This design comes from an exercise in tuning for small area, a short achievable clock period and few clock cycles on the open sky130 flow, not from production work.
RTL that was checked went through simulation tests only; none was proved equivalent to the original.
The flow treats the clock pin as an ideal source. Dropping or thinning the clock tree relies on that and would not hold on a real chip.
Power is estimated from default activity; no workload was simulated.

## job 5222
## AxisCrcChecker
module AxisCrcChecker(
  input        clock,
  input        reset,
  output       io_AxisSlv_ready,
  input        io_AxisSlv_valid,
  input        io_AxisSlv_bits_Tlast,
  input  [7:0] io_AxisSlv_bits_Tdata,
  input        io_AxisMst_ready,
  output       io_AxisMst_valid,
  output       io_AxisMst_bits_Tlast,
  output [7:0] io_AxisMst_bits_Tdata
);
  localparam N  = 1024;           
  localparam LW = 6;              
  localparam LR = 5;              
  localparam KW = N >> LW;        
  localparam KR = N >> LR;        
  localparam [LR-1:0] RC = {LR{1'b1}};  
  localparam QD = 10;             
  localparam QL = 4;
  reg        in_rdy;
  reg  [1:0] b_cnt;
  wire       rdy_i = ~b_cnt[1];
  wire       acc = io_AxisSlv_valid & rdy_i;
  reg  [7:0] crc;
  wire [7:0] crc_n;
  calc_crc u_calc_crc (.CRC_I(crc), .DATA_I(io_AxisSlv_bits_Tdata), .CRC_O(crc_n));
  wire       in_g = (crc_n == 8'h00);
  always @(posedge clock) begin
    if (reset) crc <= 8'hff;
    else if (acc) crc <= io_AxisSlv_bits_Tlast ? 8'hff : crc_n;
  end
  reg [9:0] bq0, bq1;             
  reg       b_wp, b_rp;
  wire      b_ne = (b_cnt != 2'd0);
  wire [9:0] b_head = b_rp ? bq1 : bq0;
  wire [7:0] w_d = b_head[7:0];
  ...
For scale: about 8500 flip-flops, roughly 180000 um^2 of cells after synthesis.
==> flow/config.mk <==
export PLATFORM = sky130hd
export DESIGN_NAME = AxisCrcChecker
export DESIGN_NICKNAME = AxisCrcChecker
export VERILOG_FILES = /design/flow/design.v
export SDC_FILE = /design/flow/constraint.sdc
export NUM_CORES = 8
export LEC_CHECK = 0
export CAP_MARGIN = 40
export CORE_MARGIN = 2
export CORE_UTILIZATION = 60
export CTS_BUF_LIST = sky130_fd_sc_hd__clkbuf_16
export CTS_CLUSTER_DIAMETER = 100
export CTS_CLUSTER_SIZE = 30
export GPL_TIMING_DRIVEN = 1
export PLACE_DENSITY = 0.7
export SLEW_MARGIN = 40
export SYNTH_MEMORY_MAX_BITS = 16384
==> flow/constraint.sdc <==
create_clock -name core_clock -period 15.0 [get_ports {clock}]
set_input_delay 3.0000 -clock core_clock [delete_from_list [all_inputs] [get_ports {clock}]]
set_output_delay 3.0000 -clock core_clock [all_outputs]
set_load 0.01 [all_outputs]
standard.sh (not shown) runs the stock make flow with config.mk's settings and CLKGATE_MAP_FILE= SYNTH_SCRIPT=/design/flow/synth_recipe.tcl, a recipe that flattens the netlist after the stock synthesis.
==> flow/flow/run.sh <==
#!/bin/bash
set -euo pipefail
export BUFFER_PORTS_ARGS="-buffer_cell sky130_fd_sc_hd__buf_4"
export SETUP_SLACK_MARGIN=11
bash standard.sh place > standard_place.log 2>&1
openroad -no_init -exit flow/placeio.tcl > placeio.log 2>&1
bash standard.sh cts > standard_cts.log 2>&1
openroad -no_init -exit flow/unroot.tcl > unroot.log 2>&1
bash standard.sh > standard_finish.log 2>&1
Other scripts of this flow, unchanged in this note and not shown: flow/flow/placeio.tcl, flow/flow/unroot.tcl
> inputs changed (job 5222 -> job 2361)
Settings: CTS_CLUSTER_DIAMETER: 100 -> 50; GPL_TIMING_DRIVEN: 1 -> unset; CTS_CLUSTER_SIZE: 30 -> 36.
--- outcome ---
- Job 2361 vs job 5222 — vias per cell dropped slightly
- Via count of the first global-routing pass up about 6% in job 2361 wrt job 5222
- Synthesis-to-finish area growth was higher in job 2361 than in job 5222.
- Across both runs, highest attainable clock frequency was lower for job 2361 than for job 5222.
- Job 5222 → job 2361: setup TNS roughly the same; part of the total power dissipated in the clock network higher; switching share of power higher.
### job 2361 -> job 1935
Settings: CTS_CLUSTER_DIAMETER now 100, was 50; CTS_CLUSTER_SIZE now 30, was 36.
## What came out
Relative to job 2361, data arrival time of the critical path decreased by 0.08 ns in job 1935. On number of standard cells in the final layout excluding fillers: job 1935 sits below job 2361. Job 2361 -> job 1935: wire length decreased by a few percent. Going from job 2361 to job 1935, combinational power share increased by 0.5 points relative to the old numbers, total power shrank by about 12%. Changes observed in job 1935 relative to job 2361: overall fraction of global-route tracks in use decreased 1.0 points, final worst-path setup slack moved up, non-clock buffer instance count of the final layout shrank by 12%, final area -4.3%, utilization after layout decreased 2.9 points. Total of clock buffers placed in the layout: job 1935 < job 2361.
diff inputs: job 1935 => job 6110
Settings: changing CTS_CLUSTER_DIAMETER from 100 to 45; changing CTS_CLUSTER_SIZE from 30 to 40.
Notes after the runs:
Between job 1935 and job 6110, via count of the first global-routing pass is higher for job 6110, job 1935 comes in under that.
Clock share of power in job 6110 is 9.5 points above job 1935.
Job 6110 ended up with met4 as its uppermost signal routing layer after detailed routing; job 1935 ended up with met5.
Initial DRC count, job 1935 and job 6110, higher one = job 1935.
Summary of job 6110 over job 1935: number of clock buffers in the layout saw an increase; power of the combinational group flat; latest clock arrival within the worst-skew pair went up by 0.07 ns.
Job 6110 ended with every stage complete and zero timing, DRC or antenna violations.
Job 6110 has met3 usage above what job 1935 had.
Function was not checked in any run of this note: the RTL went through the layout flow alone.

---

Setup of harbor:
The RTL this note starts from:
==> flow/design.v <==
module calc_crc (
    input [7:0] CRC_I,
    input [7:0] DATA_I,
    output [7:0] CRC_O
);
    assign CRC_O[0] = CRC_I[0] ^ CRC_I[6] ^ CRC_I[7] ^ DATA_I[0] ^ DATA_I[6] ^ DATA_I[7];
    assign CRC_O[1] = CRC_I[0] ^ CRC_I[1] ^ CRC_I[6] ^ DATA_I[0] ^ DATA_I[1] ^ DATA_I[6];
    assign CRC_O[2] = CRC_I[0] ^ CRC_I[1] ^ CRC_I[2] ^ CRC_I[6] ^ DATA_I[0] ^ DATA_I[1] ^ DATA_I[2] ^ DATA_I[6];
    assign CRC_O[3] = CRC_I[1] ^ CRC_I[2] ^ CRC_I[3] ^ CRC_I[7] ^ DATA_I[1] ^ DATA_I[2] ^ DATA_I[3] ^ DATA_I[7];
    assign CRC_O[4] = CRC_I[2] ^ CRC_I[3] ^ CRC_I[4] ^ DATA_I[2] ^ DATA_I[3] ^ DATA_I[4];
    assign CRC_O[5] = CRC_I[3] ^ CRC_I[4] ^ CRC_I[5] ^ DATA_I[3] ^ DATA_I[4] ^ DATA_I[5];
    assign CRC_O[6] = CRC_I[4] ^ CRC_I[5] ^ CRC_I[6] ^ DATA_I[4] ^ DATA_I[5] ^ DATA_I[6];
    assign CRC_O[7] = CRC_I[5] ^ CRC_I[6] ^ CRC_I[7] ^ DATA_I[5] ^ DATA_I[6] ^ DATA_I[7];
endmodule
module AxisCrcChecker(
  input        clock,
  input        reset,
  output       io_AxisSlv_ready,
  input        io_AxisSlv_valid,
  input        io_AxisSlv_bits_Tlast,
  input  [7:0] io_AxisSlv_bits_Tdata,
  input        io_AxisMst_ready,
  output       io_AxisMst_valid,
  output       io_AxisMst_bits_Tlast,
  output [7:0] io_AxisMst_bits_Tdata
);
  localparam N  = 1024;           
  localparam LW = 7;              
  localparam LR = 6;              
  localparam KW = N >> LW;        
  localparam KR = N >> LR;        
  localparam [LR-1:0] RC = {LR{1'b1}};  
  localparam QS = 8;              
  localparam QL = 3;
  reg        in_rdy;
  reg  [1:0] b_cnt;
  wire       rdy_i = ~b_cnt[1];
  wire       acc = io_AxisSlv_valid & rdy_i;
  reg [8:0] bq0, bq1;             
  reg       b_wp, b_rp;
  wire      b_ne = (b_cnt != 2'd0);
  wire [8:0] b_head = b_rp ? bq1 : bq0;
  wire [7:0] w_d = b_head[7:0];
  wire       w_l = b_head[8];
  always @(posedge clock) begin
    if (acc & ~b_wp) bq0 <= {io_AxisSlv_bits_Tlast, io_AxisSlv_bits_Tdata};
    if (acc &  b_wp) bq1 <= {io_AxisSlv_bits_Tlast, io_AxisSlv_bits_Tdata};
  end
  reg  [7:0] crc;
  wire [7:0] crc_n;
  calc_crc u_calc_crc (.CRC_I(crc), .DATA_I(w_d), .CRC_O(crc_n));
  wire       w_g = (crc_n == 8'h00);
  reg  [9:0]  wpm;
  reg  [9:0]  rp;
  reg         wfull;
  reg         r_al;               
  reg  [9:0]  pk_len;             
  reg         cur_v;              
  reg  [9:0]  rem;                
  reg         lastb;              
  reg [10:0]   qq [0:QS-1];
  reg [QL-1:0] q_wp, q_rp;
  reg [QL:0]   q_cnt;               
  reg [10:0]   q_head;
  reg          q_ne;
  wire         q_room = ~(q_ne & q_cnt[QL]);
  wire         qq_ne = (q_cnt != 0);
  wire eq     = (rp == wpm);
  wire full   = eq & wfull;
  wire w_al   = (wpm[LW-1:0] == {LW{1'b1}});
  wire wr     = b_ne & w_al & ~full & (~w_l | q_room);
  wire empty  = eq & ~wfull;
  wire hold   = empty & w_al & ~wr;
  wire [9-LW:0] w_tap = wpm[9:LW];    
  reg        credit;
  reg  [1:0] f_used;              
  wire       rd    = cur_v & r_al & credit;
  wire       next  = ~cur_v | (rd & lastb);
  wire       load  = next & q_ne;
  wire       q_push    = wr & w_l;
  wire       q_to_head = q_push & ~qq_ne & (~q_ne | load);
  wire       skip  = load & ~q_head[10];
  wire [9:0] rp_sk = rp - q_head[9:0] - rd;
  reg  [8*N-1:0] ring;
  wire [8*N-1:0] rot = {ring[8*N-9:0], ring[8*N-1:8*N-8]};
  integer k;
  always @(posedge clock) begin
    ring <= rot;
    for (k = 0; k < KW; k = k + 1)
      if (wr && w_tap == k) ring[8*(((k+1)<<LW) % N) +: 8] <= w_d;
  end
  wire [8*KR-1:0] taps;
  genvar g;
  generate
    for (g = 0; g < KR; g = g + 1) begin : g_tap
      assign taps[8*g +: 8] = ring[8*((g<<LR)+RC) +: 8];
    end
  endgenerate
  wire [7:0] x_d = taps[8*rp[9:LR] +: 8];
  wire       x_l = lastb;
  wire       x_v = rd;
  reg pop_q;
  wire [1:0] b_cnt_n = {~wr & (b_cnt[1] | (b_cnt[0] & acc)),
                        (b_cnt[1] & wr) | (b_cnt[0] & (acc ~^ wr)) | (~b_cnt[1] & ~b_cnt[0] & acc)};
  always @(posedge clock) begin
    if (q_push & ~q_to_head) qq[q_wp] <= {w_g, pk_len};
    if (q_to_head) q_head <= {w_g, pk_len};
    else if (load & qq_ne) q_head <= qq[q_rp];
  end
  wire [1:0] f_next = f_used + rd - pop_q;
  reg rst_q;
  always @(posedge clock) begin
    rst_q <= reset;
    in_rdy <= ~reset & (rst_q | wr | ~(b_cnt[1] | (b_cnt[0] & io_AxisSlv_valid)));
  end
  always @(posedge clock) begin
    if (rst_q) begin
      wpm <= 10'd1023;
      wfull <= 1'b0;
      rp <= 10'd1023;
      r_al <= 1'b1;
      pk_len <= 10'd0;
      cur_v <= 1'b0;
      rem <= 10'd0;
      lastb <= 1'b0;
      b_wp <= 1'b0; b_rp <= 1'b0; b_cnt <= 2'd0;
      crc <= 8'hff;
      q_wp <= 0; q_rp <= 0; q_cnt <= 0; q_ne <= 1'b0;
      f_used <= 2'd0;
      credit <= 1'b0;
    end else begin
      if (acc) b_wp <= ~b_wp;
      if (wr)  b_rp <= ~b_rp;
      b_cnt <= b_cnt_n;
      if (wr) crc <= w_l ? 8'hff : crc_n;
      if (wr) begin
        pk_len <= w_l ? 10'd0 : pk_len + 10'd1;
      end else if (~hold) wpm <= wpm + 10'd1;
      if (q_push & ~q_to_head) q_wp <= q_wp + 1'b1;
      if (load & qq_ne) q_rp <= q_rp + 1'b1;
      q_cnt <= q_cnt + (q_push & ~q_to_head) - (load & qq_ne);
      q_ne <= q_push | qq_ne | (q_ne & ~load);
      if (next) cur_v <= load & q_head[10];
      if (load) begin
        rem <= q_head[9:0];
        lastb <= (q_head[9:0] == 10'd0);
      end else if (rd) begin
        rem <= rem - 10'd1;
        lastb <= (rem == 10'd1);
      end
      if (wr) wfull <= 1'b1;
      else if (rd | skip) wfull <= 1'b0;
      if (skip) begin
        rp <= rp_sk;
        r_al <= (rp_sk[LR-1:0] == RC);
      end else if (~rd & ~hold) begin
        rp <= rp + 10'd1;
        r_al <= (rp[LR-1:0] == RC - 1'b1);
      end
      f_used <= f_next;
      credit <= (f_next != 2'd3);
    end
  end
  reg [8:0] oq0, oq1, oq2;
  reg [1:0] oq_wp, oq_rp, oq_cnt;
  reg       o_v;
  reg [7:0] o_d;
  reg       o_l;
  wire       oq_ne  = (oq_cnt != 2'd0);
  wire [1:0] oq_rp1 = (oq_rp == 2'd2) ? 2'd0 : oq_rp + 2'd1;
  wire [8:0] x_e    = {x_l, x_d};
  wire [8:0] e_rp   = (oq_rp  == 2'd0) ? oq0 : (oq_rp  == 2'd1) ? oq1 : oq2;
  wire [8:0] e_rp1  = (oq_rp1 == 2'd0) ? oq0 : (oq_rp1 == 2'd1) ? oq1 : oq2;
  wire [1:0] cnt_h  = oq_cnt + x_v;
  wire [8:0] nh_h   = oq_ne ? e_rp : x_e;
  wire [1:0] cnt_p  = oq_cnt + x_v - oq_ne;
  wire [1:0] rp_p   = oq_ne ? oq_rp1 : oq_rp;
  wire [8:0] nh_p   = oq_cnt[1] ? e_rp1 : x_e;
  always @(posedge clock) begin
    if (x_v && oq_wp == 2'd0) oq0 <= x_e;
    if (x_v && oq_wp == 2'd1) oq1 <= x_e;
    if (x_v && oq_wp == 2'd2) oq2 <= x_e;
    {o_l, o_d} <= io_AxisMst_ready ? nh_p : nh_h;
    o_v <= ~reset & ~rst_q & (io_AxisMst_ready ? (cnt_p != 2'd0) : (cnt_h != 2'd0));
    if (rst_q) begin
      oq_wp <= 2'd0; oq_rp <= 2'd0; oq_cnt <= 2'd0;
      pop_q <= 1'b0;
    end else begin
      pop_q <= io_AxisMst_ready & oq_ne;
      if (x_v) oq_wp <= (oq_wp == 2'd2) ? 2'd0 : oq_wp + 2'd1;
      oq_rp <= io_AxisMst_ready ? rp_p : oq_rp;
      oq_cnt <= io_AxisMst_ready ? cnt_p : cnt_h;
    end
  end
  assign io_AxisSlv_ready      = in_rdy;
  assign io_AxisMst_valid      = o_v;
  assign io_AxisMst_bits_Tdata = o_d;
  assign io_AxisMst_bits_Tlast = o_l;
endmodule
export LEC_CHECK = 0
export CAP_MARGIN = 40
export CORE_MARGIN = 2
export CORE_UTILIZATION = 60
export CTS_BUF_LIST = sky130_fd_sc_hd__clkbuf_16
export CTS_CLUSTER_DIAMETER = 100
export CTS_CLUSTER_SIZE = 30
export PLACE_DENSITY = 0.7
export SLEW_MARGIN = 40
export SYNTH_MEMORY_MAX_BITS = 16384
create_clock -name core_clock -period 15.0 [get_ports {clock}]
==> flow/flow/run.sh <==
#!/bin/bash
# Standard layout with these changes:
#  - the pins of each AXI4-Stream port are kept together (pins.tcl), and every
#    port gets a fast buffer (buf_4) instead of the default choice; timing
#    repair aims below the 15 ns constraint;
#  - during global placement, each flip-flop that drives an output port is
#    held next to its pin (placeio_early.tcl, unfix.tcl); after placement each
#    output port's buffer and its flip-flop are moved next to the pin
#    (placeio.tcl);
#  - after clock tree synthesis, the clock tree is rebuilt as a balanced tree
#    of four levels of inverters, the top level's four cells on the clock port
#    (ctree.tcl, ctree_build.tcl).
set -euo pipefail
export BUFFER_PORTS_ARGS="-buffer_cell sky130_fd_sc_hd__buf_4"
export SETUP_SLACK_MARGIN=11
export PRE_IO_PLACEMENT_TCL=$PWD/flow/pins.tcl
RES=orfs/results/$FLOW_PLATFORM/AxisCrcChecker/base
bash standard.sh $PWD/$RES/3_2_place_iop.odb > standard_iop.log 2>&1
openroad -no_init -exit flow/placeio_early.tcl > placeio_early.log 2>&1
bash standard.sh $PWD/$RES/3_3_place_gp.odb > standard_gp.log 2>&1
openroad -no_init -exit flow/unfix.tcl > unfix.log 2>&1
bash standard.sh place > standard_place.log 2>&1
openroad -no_init -exit flow/placeio.tcl > placeio.log 2>&1
bash standard.sh cts > standard_cts.log 2>&1
openroad -no_init -exit flow/ctree.tcl > ctree.log 2>&1
bash standard.sh > standard_finish.log 2>&1
Other scripts of this flow, unchanged in this note and not shown: flow/flow/ctree.tcl, flow/flow/ctree_build.tcl, flow/flow/pins.tcl, flow/flow/placeio.tcl, flow/flow/placeio_early.tcl, flow/flow/unfix.tcl
Testbench counts of harbor, summed over its fixed seeds: cycles 46,604.
Changes in ember relative to harbor:
- PLACE_DENSITY now 0.8, was 0.7
- CORE_UTILIZATION now 70, was 60
### Flow results
Taking harbor as the reference, in ember estimated wirelength of the detail-placed design now sits higher; die extent in y decreased about 7%. Summary of ember over harbor: cell count fell by 4.2%; setup slack fell by 0.0060 ns.
No run of this note takes its clock network from TritonCTS; it comes from the design's own scripts or RTL.

-- afterwards: timing with drivers on the ports --
The flow's constraints put no driver on any port. The routed layouts listed below were extracted and timed again, unchanged, in two steps.
Step 1 assumes that a clkbuf_16 drives the clock port and a buf_2 every other input.
Step 2 also shifts input and output timing later by t, the mid clock arrival at the registers, as if the neighbouring blocks saw the same clock.
a / b / c = no drivers / after step 1 / after step 2; a / b = the first two.
run | t (ns) | slack for setup (ns) | pins driven straight from the clock port
job 5222 | 0.857 | 10.878 / 10.683 / 10.303 | 4
job 2361 | 0.902 | 10.803 / 10.603 / 10.295 | 4
job 1935 | 0.857 | 10.878 / 10.683 / 10.303 | 4
job 6110 | 0.922 | 10.805 / 10.606 / 10.216 | 4
harbor | 0.855 | 11.012 / 10.691 / 10.745 | 4
ember | 0.843 | 11.006 / 10.681 / 10.777 | 4
After both steps every run listed still meets setup and hold. The setup slack of job 6110, which loses most, moves by -0.199 ns with the drivers and by -0.589 ns with both steps.
